Source: an optimization exercise on an open RTL-to-GDS flow (aim: small area, a short achievable clock period and few clock cycles per item). Production flows keep margins and buffers that such runs may drop. For this run, only the layout was checked, not whether the RTL still works.

### flow/run.sh
#!/bin/bash
# synth_recipe.tcl (not shown) runs the flow's synth.tcl, then flattens the netlist and writes it again
# the make line also repeats each setting of config.mk as NAME=value (left out here)
make -C /OpenROAD-flow-scripts/flow DESIGN_CONFIG=/design/flow/config.mk WORK_HOME=/design/flow/orfs CLKGATE_MAP_FILE= SYNTH_SCRIPT=/design/flow/synth_recipe.tcl finish
### flow/config.mk
export PLATFORM = sky130hd
export DESIGN_NAME = SHA256_controller
export DESIGN_NICKNAME = SHA256_controller
export VERILOG_FILES = /design/flow/design.v
export SDC_FILE = /design/flow/constraint.sdc
export NUM_CORES = 4
export LEC_CHECK = 0
export CAP_MARGIN = 20
export CORE_MARGIN = 2
export CORE_UTILIZATION = 40
export SETUP_SLACK_MARGIN = 5.0
export SLEW_MARGIN = 20
### flow/constraint.sdc
create_clock -name core_clock -period 10.0 [get_ports {CLOCK_50}]
set_input_delay 2.0000 -clock core_clock [delete_from_list [all_inputs] [get_ports {CLOCK_50}]]
set_output_delay 2.0000 -clock core_clock [all_outputs]
set_load 0.01 [all_outputs]
### flow/design.v
module sigma0 (input [31:0] in, output [31:0] out);
	assign out = {in[6:0], in[31:7]} ^ {in[17:0], in[31:18]} ^ (in >> 3);
endmodule
module sigma1 (input [31:0] in, output [31:0] out);
	assign out = {in[16:0], in[31:17]} ^ {in[18:0], in[31:19]} ^ (in >> 10);
endmodule
module SIGMA0 (input [31:0] in, output [31:0] out);
	assign out = {in[1:0], in[31:2]} ^ {in[12:0], in[31:13]} ^ {in[21:0], in[31:22]};
endmodule
module SIGMA1 (input [31:0] in, output [31:0] out);
	assign out = {in[5:0], in[31:6]} ^ {in[10:0], in[31:11]} ^ {in[24:0], in[31:25]};
endmodule
module choice (input [31:0] in0, in1, in2, output [31:0] out);
	assign out = (in0 & in1) | (~in0 & in2);
endmodule
module majority (input [31:0] in0, in1, in2, output [31:0] out);
	assign out = (in0 & in1) | (in0 & in2) | (in1 & in2);
endmodule
module sha256_k (input [5:0] idx, output logic [31:0] k);
	always_comb
		case (idx)
			6'd0: k = 32'h428a2f98; 6'd1: k = 32'h71374491; 6'd2: k = 32'hb5c0fbcf; 6'd3: k = 32'he9b5dba5;
			6'd4: k = 32'h3956c25b; 6'd5: k = 32'h59f111f1; 6'd6: k = 32'h923f82a4; 6'd7: k = 32'hab1c5ed5;
			6'd8: k = 32'hd807aa98; 6'd9: k = 32'h12835b01; 6'd10: k = 32'h243185be; 6'd11: k = 32'h550c7dc3;
			6'd12: k = 32'h72be5d74; 6'd13: k = 32'h80deb1fe; 6'd14: k = 32'h9bdc06a7; 6'd15: k = 32'hc19bf174;
			6'd16: k = 32'he49b69c1; 6'd17: k = 32'hefbe4786; 6'd18: k = 32'h0fc19dc6; 6'd19: k = 32'h240ca1cc;
			6'd20: k = 32'h2de92c6f; 6'd21: k = 32'h4a7484aa; 6'd22: k = 32'h5cb0a9dc; 6'd23: k = 32'h76f988da;
			6'd24: k = 32'h983e5152; 6'd25: k = 32'ha831c66d; 6'd26: k = 32'hb00327c8; 6'd27: k = 32'hbf597fc7;
			6'd28: k = 32'hc6e00bf3; 6'd29: k = 32'hd5a79147; 6'd30: k = 32'h06ca6351; 6'd31: k = 32'h14292967;
			6'd32: k = 32'h27b70a85; 6'd33: k = 32'h2e1b2138; 6'd34: k = 32'h4d2c6dfc; 6'd35: k = 32'h53380d13;
			6'd36: k = 32'h650a7354; 6'd37: k = 32'h766a0abb; 6'd38: k = 32'h81c2c92e; 6'd39: k = 32'h92722c85;
			6'd40: k = 32'ha2bfe8a1; 6'd41: k = 32'ha81a664b; 6'd42: k = 32'hc24b8b70; 6'd43: k = 32'hc76c51a3;
			6'd44: k = 32'hd192e819; 6'd45: k = 32'hd6990624; 6'd46: k = 32'hf40e3585; 6'd47: k = 32'h106aa070;
			6'd48: k = 32'h19a4c116; 6'd49: k = 32'h1e376c08; 6'd50: k = 32'h2748774c; 6'd51: k = 32'h34b0bcb5;
			6'd52: k = 32'h391c0cb3; 6'd53: k = 32'h4ed8aa4a; 6'd54: k = 32'h5b9cca4f; 6'd55: k = 32'h682e6ff3;
			6'd56: k = 32'h748f82ee; 6'd57: k = 32'h78a5636f; 6'd58: k = 32'h84c87814; 6'd59: k = 32'h8cc70208;
			6'd60: k = 32'h90befffa; 6'd61: k = 32'ha4506ceb; 6'd62: k = 32'hbef9a3f7; default: k = 32'hc67178f2;
		endcase
endmodule
module csa (input [31:0] x, y, z, output [31:0] s, c);
	assign s = x ^ y ^ z;
	assign c = {(x[30:0] & y[30:0]) | (x[30:0] & z[30:0]) | (y[30:0] & z[30:0]), 1'b0};
endmodule
module SHA256_core (
	input clk,
	input ld1,
	input ld2,
	input ffw,           
	input ffce,          
	input ffca,          
	input ph2,           
	input [3:0] csel,    
	input [1:0] cr,      
	input [1:0] wsel,    
	input [3:0] k,
	input [5:0] rnd,
	input [255:0] midstate,
	input [95:0] data,
	input [31:0] n,
	input [255:0] target,
	output e_lt, e_eq,    
	output a_lt, a_eq     
);
	localparam [255:0] IV = 256'h6a09e667bb67ae853c6ef372a54ff53a510e527f9b05688c1f83d9ab5be0cd19;
	localparam [31:0] K0 = 32'h428a2f98;
	localparam [31:0] IV7K0 = 32'h5be0cd19 + 32'h428a2f98;
	logic [31:0] a, b, cc, d, e, f, g, h;
	logic [31:0] w [0:15];
	logic [31:0] pre_s, pre_c;
	logic [31:0] S0, S1, ch, mj;
	SIGMA0 SG0(a, S0);
	SIGMA1 SG1(e, S1);
	choice chs(e, f, g, ch);
	majority mjs(a, b, cc, mj);
	logic [31:0] eu, ev, ep, eq, er, es, e_new;
	csa ce1(pre_s, pre_c, d, eu, ev);
	csa ce2(S1, ch, eu, ep, eq);
	csa ce3(ep, eq, ev, er, es);
	assign e_new = er + es;
	logic [31:0] a1s, a1c, a2s, a2c, a3s, a3c, a4s, a4c, a_new;
	csa ca1(S1, ch, pre_s, a1s, a1c);
	csa ca2(S0, mj, pre_c, a2s, a2c);
	csa ca3(a1s, a1c, a2s, a3s, a3c);
	csa ca4(a3s, a3c, a2c, a4s, a4c);
	assign a_new = a4s + a4c;
	logic [31:0] s0w, s1w, wu, wv, wx, wy, wn;
	sigma0 sg0(w[1], s0w);
	sigma1 sg1(w[14], s1w);
	csa cw1(s1w, w[9], s0w, wu, wv);
	csa cw2(wu, wv, w[0], wx, wy);
	assign wn = wx + wy;
	logic [31:0] bw, w15;
	always_comb begin
		bw = 32'd0;
		if (wsel[0])
			case (k)
				4'd0: bw = data[95:64];
				4'd1: bw = data[63:32];
				4'd2: bw = data[31:0];
				4'd3: bw = {n[7:0], n[15:8], n[23:16], n[31:24]};
				4'd4: bw = 32'h80000000;
				4'd15: bw = 32'd640;
				default: bw = 32'd0;
			endcase
		else
			case (k)
				4'd8: bw = 32'h80000000;
				4'd15: bw = 32'd256;
				default: bw = 32'd0;
			endcase
	end
	assign w15 = (wsel == 2'd0) ? wn : bw;
	logic [5:0] rnd1;
	logic [31:0] kn, pn_s, pn_c;
	assign rnd1 = rnd + 6'd1;
	sha256_k kr(rnd1, kn);
	csa cp(g, kn, w[1], pn_s, pn_c);
	logic [31:0] opa, ope, ffa, ffe, ta, te, xa, xe;
	always_comb begin
		opa = ({32{csel[0]}} & (ph2 ? IV[159:128] : midstate[159:128]))
		    | ({32{csel[1]}} & (ph2 ? IV[191:160] : midstate[191:160]))
		    | ({32{csel[2]}} & (ph2 ? IV[223:192] : midstate[223:192]))
		    | ({32{csel[3]}} & (ph2 ? IV[255:224] : midstate[255:224]));
		ope = ({32{csel[0]}} & (ph2 ? IV[31:0]   : midstate[31:0]))
		    | ({32{csel[1]}} & (ph2 ? IV[63:32]  : midstate[63:32]))
		    | ({32{csel[2]}} & (ph2 ? IV[95:64]  : midstate[95:64]))
		    | ({32{csel[3]}} & (ph2 ? IV[127:96] : midstate[127:96]));
		case (cr)
			2'd0: begin ta = target[127:96]; te = target[255:224]; end
			2'd1: begin ta = target[95:64];  te = target[223:192]; end
			2'd2: begin ta = target[63:32];  te = target[191:160]; end
			default: begin ta = target[31:0]; te = target[159:128]; end
		endcase
	end
	assign ffa = a + opa;
	assign ffe = e + ope;
	assign xa = {w[6][7:0], w[6][15:8], w[6][23:16], w[6][31:24]};
	assign xe = {w[0][7:0], w[0][15:8], w[0][23:16], w[0][31:24]};
	assign e_lt = xe < te;
	assign e_eq = xe == te;
	assign a_lt = xa < ta;
	assign a_eq = xa == ta;
	always_ff @(posedge clk) begin
		if (ld1) begin
			{a, b, cc, d, e, f, g, h} <= midstate;
			{pre_s, pre_c} <= {midstate[31:0] ^ K0 ^ data[95:64],
			                   ((midstate[30:0] & K0[30:0]) | (midstate[30:0] & data[94:64]) | (K0[30:0] & data[94:64])), 1'b0};
		end else if (ld2) begin
			{a, b, cc, d, e, f, g, h} <= IV;
			{pre_s, pre_c} <= {a ^ midstate[255:224] ^ IV7K0,
			                   ((a[30:0] & midstate[254:224]) | (a[30:0] & IV7K0[30:0]) | (midstate[254:224] & IV7K0[30:0])), 1'b0};
		end else begin
			h <= g; g <= f; f <= e; e <= e_new;
			d <= cc; cc <= b; b <= a; a <= a_new;
			{pre_s, pre_c} <= {pn_s, pn_c};
		end
		for (int j = 0; j < 15; j++) w[j] <= w[j+1];
		w[15] <= w15;
		if (ffw) begin
			if (csel[0]) begin w[6] <= ffa; w[10] <= ffe; end
			if (csel[1]) begin w[4] <= ffa; w[8]  <= ffe; end
			if (csel[2]) begin w[2] <= ffa; w[6]  <= ffe; end
			if (csel[3]) begin w[0] <= ffa; w[4]  <= ffe; end
		end
		if (ffce) w[0] <= ffe;
		if (ffca) w[6] <= ffa;
	end
endmodule
module SHA256_controller (
	input CLOCK_50,
	input calculate,
	input [95:0] data,
	input [255:0] midstate,
	input [255:0] target,
	output [31:0] good_nonce,
	output reg done
);
	localparam [2:0] RELOAD = 3'd0, LD1 = 3'd1, H1 = 3'd2, LD2 = 3'd3, H2 = 3'd4, CMP = 3'd5, FOUND = 3'd6;
	logic [2:0] st, st_n;
	logic [5:0] rnd, rnd_n;
	logic [31:0] nonce;    
	logic slow, slow_n;
	logic done_n;
	logic [1:0] cr;
	logic e_lt, e_eq, a_lt, a_eq;
	logic adec, alt;       
	logic chk, fin, found;
	logic [3:0] csel;      
	logic ph2;             
	logic [1:0] wsel;
	logic [3:0] k;
	assign cr = rnd[1:0] - 2'd2;
	assign chk = (st == H2 && rnd >= 6'd62) || st == CMP;
	assign fin = !e_eq || cr == 2'd3;
	assign found = e_lt || (e_eq && (adec ? alt : a_lt));
	always_comb begin
		if (st == RELOAD || (st == H2 && !slow && rnd >= 6'd48) || st == LD1) begin
			wsel = 2'd1;
			k = rnd[3:0];
		end else if ((st == H1 && rnd >= 6'd57) || st == LD2) begin
			wsel = 2'd2;
			k = (st == LD2) ? 4'd15 : rnd[3:0] - 4'd1;
		end else begin
			wsel = 2'd0;
			k = rnd[3:0];
		end
	end
	SHA256_core core (
		.clk(CLOCK_50),
		.ld1(st == LD1),
		.ld2(st == LD2),
		.ffw((st == H1 && rnd >= 6'd61) || st == LD2),
		.ffce((st == H2 && rnd >= 6'd61) || (st == CMP && rnd == 6'd0)),
		.ffca(slow && ((st == H2 && rnd >= 6'd61) || (st == CMP && rnd == 6'd0))),
		.ph2(ph2),
		.csel(csel),
		.cr(cr),
		.wsel(wsel),
		.k(k),
		.rnd(rnd),
		.midstate(midstate),
		.data(data),
		.n(slow ? nonce : nonce + 32'd1),
		.target(target),
		.e_lt(e_lt), .e_eq(e_eq), .a_lt(a_lt), .a_eq(a_eq)
	);
	always_comb begin
		st_n = st;
		slow_n = slow;
		done_n = 1'b0;
		rnd_n = rnd + 6'd1;
		case (st)
			RELOAD: if (rnd == 6'd62) st_n = LD1;
			LD1: begin
				st_n = H1;
				rnd_n = 6'd0;
			end
			H1: if (rnd == 6'd63) st_n = LD2;
			LD2: begin
				st_n = H2;
				rnd_n = 6'd0;
			end
			H2, CMP: if (chk) begin
				if (!slow) begin
					if (!e_eq) begin
						if (e_lt) begin
							st_n = FOUND;
							done_n = 1'b1;
						end else
							st_n = LD1;
					end else begin
						st_n = RELOAD;
						slow_n = 1'b1;
						rnd_n = 6'd48;
					end
				end else if (fin) begin
					if (found) begin
						st_n = FOUND;
						done_n = 1'b1;
					end else begin
						st_n = RELOAD;
						slow_n = 1'b0;
						rnd_n = 6'd48;
					end
				end else if (rnd == 6'd63)
					st_n = CMP;
			end
			default: ;
		endcase
	end
	always_ff @(posedge CLOCK_50 or posedge calculate)
		if (calculate) begin
			st <= RELOAD;
			rnd <= 6'd48;
			slow <= 1'b0;
			nonce <= 32'h913914e2;
			done <= 1'b0;
		end else begin
			st <= st_n;
			rnd <= rnd_n;
			slow <= slow_n;
			if (done_n) done <= 1'b1;
			if (st == LD1 && !slow) nonce <= nonce + 32'd1;
		end
	always_ff @(posedge CLOCK_50) begin
		ph2 <= st_n == H2 || st_n == CMP;
		case (rnd_n[1:0])
			2'd1: csel <= 4'b0001;
			2'd2: csel <= 4'b0010;
			2'd3: csel <= 4'b0100;
			default: csel <= 4'b1000;
		endcase
		if (cr == 2'd0 || !adec) begin
			adec <= !a_eq;
			alt <= a_lt;
		end
	end
	assign good_nonce = nonce;
endmodule
==> run summary <==
[sequential cells by signal, summed over array words and instances, names as in the netlist, 6 cells and up]
register,count
core.b,32
nonce,32
core.f,32
core.g,32
core.w,512
core.e,32
core.pre_c,31
core.d,32
rnd,6
core.pre_s,32
core.a,32
core.cc,32
[layer usage]
layer  routed length, microns  vias up  part of all wire
met1                   103000    25254              0.39
met5                       65        -           0.00025
met3                    28000      655              0.11
li1                         -    22719                 -
met4                    20600        6             0.078
met2                   113000     3203              0.43
[cells in the mapped netlist, drive strengths merged (9+ instances only)]
| library cell | number | area share |
|---|---|---|
| nand2b | 23 | 0.0027 |
| o221ai | 19 | 0.0031 |
| or3 | 22 | 0.0026 |
| o211ai | 36 | 0.0050 |
| nand2 | 791 | 0.055 |
| inv | 494 | 0.034 |
| or2 | 10 | 0.0012 |
| a211oi | 57 | 0.0081 |
| o21a | 52 | 0.0072 |
| a21oi | 371 | 0.035 |
| nor2 | 335 | 0.023 |
| nor2b | 44 | 0.0051 |
| nand3b | 95 | 0.013 |
| maj3 | 32 | 0.0059 |
| and2 | 12 | 0.0014 |
| dfxtp | 804 | 0.30 |
| nor4 | 12 | 0.0014 |
| nand4 | 43 | 0.0050 |
| nor3 | 79 | 0.0073 |
| a21o | 92 | 0.013 |
| dfstp | 15 | 0.0073 |
| xor2 | 108 | 0.018 |
| xnor2 | 358 | 0.058 |
| o31ai | 23 | 0.0032 |
| buf | 56 | 0.0044 |
| clkbuf | 390 | 0.027 |
| fa | 309 | 0.11 |
| mux2i | 34 | 0.0063 |
| o21ai | 602 | 0.056 |
| a31oi | 41 | 0.0048 |
| mux2 | 17 | 0.0036 |
| a222oi | 104 | 0.019 |
| o21bai | 22 | 0.0031 |
| o22ai | 65 | 0.0076 |
| nand3 | 101 | 0.0094 |
| a21boi | 11 | 0.0016 |
| a22oi | 73 | 0.010 |
| ha | 302 | 0.070 |
| dfrtp | 28 | 0.013 |
| and3 | 22 | 0.0026 |
| a2111oi | 9 | 0.0015 |
| a311oi | 16 | 0.0028 |
| o311ai | 12 | 0.0020 |
| a221oi | 39 | 0.0063 |
[worst register-to-register path, stage by stage (launching register included)]
cell and delay (ns):
dfxtp_2 0.55, o21a_1 0.30, inv_1 0.09, fa_1 0.55, inv_1 0.07, fa_1 0.47, inv_1 0.05, fa_1 0.49
ha_2 0.32, a21oi_1 0.19, o21bai_1 0.16, a311o_1 0.34, o41a_1 0.41, a41o_1 0.23, or4_4 0.44, a31oi_4 0.21
xor2_1 0.17, o21ai_1 0.07
[through the flow]
stage	area, sq um	util
after floorplan	53900	-
after global placement	61900	0.464
after detailed placement	62000	0.464
after CTS	66700	0.499
after global routing	68600	0.513
final	68600	0.513
[area by class of cell]
class,instances,area [sq um]
Multi-Input combinational cell,4489,35300
Fill cell,12567,65100
Tap cell,1768,2210
Sequential cell,849,17400
Antenna cell,10,25.0
Clock inverter,44,532
Clock buffer,126,2670
Inverter,497,1880
Timing Repair Buffer,888,8590
[worst max path at each step]
| stage | to | depth (start not counted) | startpoint | slack (ns) |
|---|---|---|---|---|
| detailed placement | core.w[6][27]$_DFF_P_ | 15 | midstate[43] | 3.44 |
| global route | core.a[30]$_DFF_P_ | 19 | core.e[10]$_DFF_P_ | 4.65 |
| finish | core.a[30]$_DFF_P_ | 17 | core.e[12]$_DFF_P_ | 4.78 |
| global placement | core.w[6][27]$_DFF_P_ | 15 | midstate[43] | 3.39 |
| floorplan | core.w[6][30]$_DFF_P_ | 14 | midstate[192] | 4.92 |
| CTS | core.a[30]$_DFF_P_ | 19 | core.a[21]$_DFF_P_ | 4.73 |
[timing repair]
action,CTS,global route
resized for setup,296,299
hold buffers,0,0
cloned,0,2
endpoints found under the setup margin,194,124
pin swaps,82,154
setup buffers,53,74
[kinds of logic (layout without fill, tap and decap cells)]
logic type	count (synthesis)	count (layout)	synth area share
and+or+nand+nor	1609	1609	0.133
adders and majority gates	643	643	0.191
buffers and inverters	943	1555	0.0663
DFF	849	849	0.320
AOI/OAI and AO/OA	1717	1717	0.202
xor gates and xnor gates	466	466	0.0759
muxes	54	54	0.0111
other	0	10	0
==> flow_summary.json <==
{
  "htreeDepth": 3,
  "tns_ns": 0,
  "cap_viol_max_count": 0,
  "syn2layout_area_growth_pct": 27.3,
  "synth_seq_cells": 849,
  "ys.flop_type": "dfxtp_1",
  "dp_hpwl_mm": 205,
  "dp.cells": 8362,
  "drt-pass1-iter-count": 9,
  "dieHeight_microns": 371,
  "grt_max_degree": 182,
  "setup_violations": 0,
  "layout_common_cells": "nand2_1 (785), dfxtp_1 (755), clkdlybuf4s50_1 (583)",
  "grt_use_met1": 0.482,
  "grt_use_met3": 0.0750,
  "die_area_sq_um": 138000,
  "ant_nets": 0,
  "path_buf_inv": 3,
  "worstRegToRegCells": 17,
  "min_period_over_period": 0.522,
  "seq_area_frac_synth": 0.320,
  "drcViolationCount": 0,
  "gr-usage-met2": 0.553,
  "final_common_cell": "nand2_1",
  "top_usage_layer": "met2",
  "rsz0062_at_grt": "yes",
  "synth_cell_type_count": 89,
  "ios": 643,
  "first_iter_violations": 6669,
  "routedWlPerCell_microns": 30.5,
  "drive_above_1_share": 0.121,
  "slew_violations": 0,
  "rows": 134,
  "syn_area_per_cell_sq_um": 8.57,
  "whs_endpoint": "core.w[7][20]$_DFF_P_",
  "grt_first_pass_wirelength_mm": 361,
  "synthCells": 6281,
  "fin_crit_ns": 5.22,
  "nets": 8039,
  "hold_violations": 0,
  "fin_cells": 8671,
  "portBuffers": 642,
  "path_max_fanout": 7,
  "path_delay_family": "compound AO/OA/AOI/OAI gates",
  "yosysWarnings": 5,
  "worstPathArrival_ns": 5.77,
  "wl_mm": 264,
  "gr-usage-all-layers": 0.369,
  "fin_ws_ns": 4.78,
  "r2r_slack_ns": 4.78,
  "path_cells": "o21a_1 -> inv_1 -> fa_1 -> inv_1 -> fa_1 -> inv_1 -> fa_1 -> ha_2 -> a21oi_1 -> o21bai_1 -> a311o_1 -> o41a_1 -> a41o_1 -> or4_4 -> a31oi_4 -> xor2_1 -> o21ai_1",
  "fmax_mhz": 192,
  "via_per_inst": 5.98,
  "tightestPinTransition_ns": 1.19,
  "synthArstFlopShare": 0.0506,
  "antenna_found_initial": 14,
  "crit_required_ns": 10.55,
  "cts_tree": "done",
  "hold_path_class": "reg -> reg",
  "cpPeakStageDelay_ns": 0.55,
  "clkLatencyLatePin_ns": 0.70,
  "path_class": "reg -> reg",
  "grt-ovfl-total": 0,
  "grt_pass1_vias": 48405,
  "rr_endpoint": "core.a[30]$_DFF_P_",
  "gp_congestion": 1.05,
  "min_path_cells": 0,
  "path_clk_slew_ns": 0.07,
  "clk_path_buf_depth": 3,
  "status": "finished clean",
  "holdWs_ns": 0.321,
  "root_buffer": "clkbuf_16",
  "cp_slowest_cell": "dfxtp_2",
  "worstHoldStart": "core.w[8][20]$_DFF_P_",
  "slew_headroom": 0.203,
  "syn_nets": 7502,
  "synth-edff-count": 2,
  "reg2reg_from": "core.e[12]$_DFF_P_",
  "start_util": 0.403,
  "die_x_microns": 371,
  "skew_ns": 0.0262,
  "cts_buffers": 93,
  "place_ws_ns": 3.44,
  "synth_area_sq_um": 53900,
  "endpoint_kind": "flip-flop",
  "critPathLaunchType": "flip-flop",
  "clock-sinks": 849,
  "core_area_sq_um": 134000,
  "vias": 51837
}

-- afterwards: timing with drivers on the ports --
In the flow no input, the clock included, has a driving cell. The finished layout below was timed again as built, in two steps.
Step 1, drivers: a clkbuf_16 drives CLOCK_50 and a buf_2 each remaining input, both assumed.
Step 2 adds t to the input delays and takes it off the output delays; t is the mean of the earliest and latest rising clock arrival at the registers after step 1. Input paths then give back, and output paths get back, about the clock's delay inside the block.
Three values: ideal ports, drivers, drivers and shift; two values: the first two.
t (ns): 0.764
setup slack, ns: 4.778 / 4.778 / 4.079
worst hold slack (ns): 0.321 / 0.321 / 0.321
worst slew at a driven data input, ns: 0.14
cell pins on the clock port's net: 1
After both steps this run still meets setup and hold. For this run, drivers alone change the setup slack by 0.000 ns; drivers and shift together by -0.699 ns.
